Context: an optimization exercise on an open-source flow, tuned for small area, a short achievable clock period and few clock cycles. The choices shown serve that exercise and are no tape-out recipe.
Where RTL was checked, it was by simulation tests only, not by an equivalence proof against the original.

==> 01-22 <==
==> flow/design.v <==
module ALU(
    input wire clk,
    input wire rst_n,
    input wire [7:0] A,
    input wire [7:0] B,
    input wire start,
    input wire [2:0] opcode,
    output wire [15:0] result,
    output wire done
);
    reg [15:0] P;        
    reg        busy;     
    reg        done_r;
    reg [2:0]  cnt;
    wire mul  = opcode[2];
    wire zero = ~(|A) | ~(|B);
    wire ones = (&A) | (&B);
    wire ones_nz = ((&A) & (|B)) | ((&B) & (|A));    
    wire [7:0] X = busy ? P[15:8] : B;
    wire [7:0] Y = A & {8{~busy | P[0]}};
    wire [8:0] S = {1'b0, X} + {1'b0, Y};
    always @(posedge clk) begin
        if (busy)
            P <= {S, P[7:1]};
        else if (mul)
            P <= ones_nz ? {S[7:0], ~S[7:0]} :
                           {1'b0, A & {8{B[0]}}, B[7:1] & {7{|A}}};
        else case (opcode[1:0])
            2'b01:   P <= {7'h00, S};
            2'b10:   P <= {8'h00, X & Y};
            2'b11:   P <= {8'h00, X ^ Y};
            default: P <= 16'h0000;
        endcase
    end
    always @(posedge clk) begin
        if (~rst_n) begin
            busy   <= 1'b0;
            done_r <= 1'b0;
        end else begin
            busy   <= start;
            done_r <= start & (busy ? (mul & (cnt == 3'd6)) : (~mul | zero | ones));
        end
        cnt <= busy ? cnt + 3'd1 : 3'd0;
    end
    assign result = P;
    assign done   = done_r;
endmodule
==> flow/flow/run.sh <==
#!/bin/bash
# The standard layout, with the port buffers made from small buffers
# (sky130_fd_sc_hd__buf_2) instead of the delay buffers buffer_ports picks.
set -euo pipefail
export BUFFER_PORTS_ARGS="-buffer_cell sky130_fd_sc_hd__buf_2"
export ADDER_MAP_FILE=
bash standard.sh > standard.log 2>&1
==> flow/standard.sh <==
#!/bin/bash
# synth_recipe.tcl (not shown) runs the flow's synth.tcl, then flattens the netlist and writes it again
# the make line also repeats each setting of config.mk as NAME=value (left out here)
make -C /OpenROAD-flow-scripts/flow DESIGN_CONFIG=/design/flow/config.mk WORK_HOME=/design/flow/orfs CLKGATE_MAP_FILE= SYNTH_SCRIPT=/design/flow/synth_recipe.tcl "${@:-finish}"
==> flow/config.mk <==
export PLATFORM = sky130hd
export DESIGN_NAME = ALU
export DESIGN_NICKNAME = ALU
export VERILOG_FILES = /design/flow/design.v
export SDC_FILE = /design/flow/constraint.sdc
export NUM_CORES = 4
export LEC_CHECK = 0
export ABC_AREA = 1
export CAP_MARGIN = 20
export CORE_MARGIN = 2
export CORE_UTILIZATION = 40
export SETUP_SLACK_MARGIN = 2.65
export SLEW_MARGIN = 20
==> flow/constraint.sdc <==
create_clock -name core_clock -period 5.0 [get_ports {clk}]
set_input_delay 1.0000 -clock core_clock [delete_from_list [all_inputs] [get_ports {clk}]]
set_output_delay 1.0000 -clock core_clock [all_outputs]
set_load 0.01 [all_outputs]
==> 04-12 (differences from 01-22) <==
--- a/flow/design.v
+++ b/flow/design.v
@@ -17,3 +17,2 @@
     wire ones = (&A) | (&B);
-    wire ones_nz = ((&A) & (|B)) | ((&B) & (|A));    
     wire [7:0] X = busy ? P[15:8] : B;
@@ -25,4 +24,5 @@
         else if (mul)
-            P <= ones_nz ? {S[7:0], ~S[7:0]} :
-                           {1'b0, A & {8{B[0]}}, B[7:1] & {7{|A}}};
+            P <= zero ? 16'h0000 :
+                 ones ? {S[7:0], ~S[7:0]} :
+                        {1'b0, A & {8{B[0]}}, B[7:1]};
         else case (opcode[1:0])
--- a/flow/config.mk
+++ b/flow/config.mk
@@ -10,4 +10,4 @@
 export CORE_MARGIN = 2
-export CORE_UTILIZATION = 40
-export SETUP_SLACK_MARGIN = 2.65
+export CORE_UTILIZATION = 48
+export SETUP_SLACK_MARGIN = 2.75
 export SLEW_MARGIN = 20
==> notes <==
- Against 04-12, the setup slack of 01-22 is lower by 110 ps.
- Clock skew: 01-22 is higher than 04-12 (3.8 ps).
- Synthesized cell count: 04-12 is lower than 01-22 (4.3%).
- In 01-22 the die area is higher than in 04-12, by 23%.
- Of 04-12 and 01-22, 04-12 has the higher register-to-register slack (gap 130 ps).
- Clock-buffer cell count is the same in 01-22 and 04-12.
- Sequential cell count is the same in 04-12 and 01-22.
- Against 04-12, the first-iteration DRC count of 01-22 is higher by about 30%.
- Cell count: 01-22 is higher than 04-12 (4.5%).
Testbench counts of 04-12, summed over its fixed seeds: cycles 16,520.
The RTL of 01-22 was laid out without a check of its function.

## port drivers added, routing unchanged
In the flow no input, the clock included, has a driving cell. The finished layouts below were timed again as built, in two steps. Step 1, drivers: a clkbuf_16 drives clk and a buf_2 each remaining input, both assumed. Step 2 times the ports against the registers' clock, not the clock port: input delays grow and output delays shrink by t, the midpoint of the rising clock arrivals with the driver on. Three values: no drivers, after step 1, after step 2; two values: the first two.
run | shift t [ns] | slack for setup (ns) | hold WS [ns]
01-22 | 0.287 | 2.708 / 2.709 / 2.422 | 0.464 / 0.464 / 0.464
04-12 | 0.300 | 2.817 / 2.820 / 2.520 | 0.476 / 0.476 / 0.476
After both steps setup and hold are still met in every run listed. The setup slack of 04-12, which loses most, moves by +0.003 ns with the drivers and by -0.297 ns with both steps.
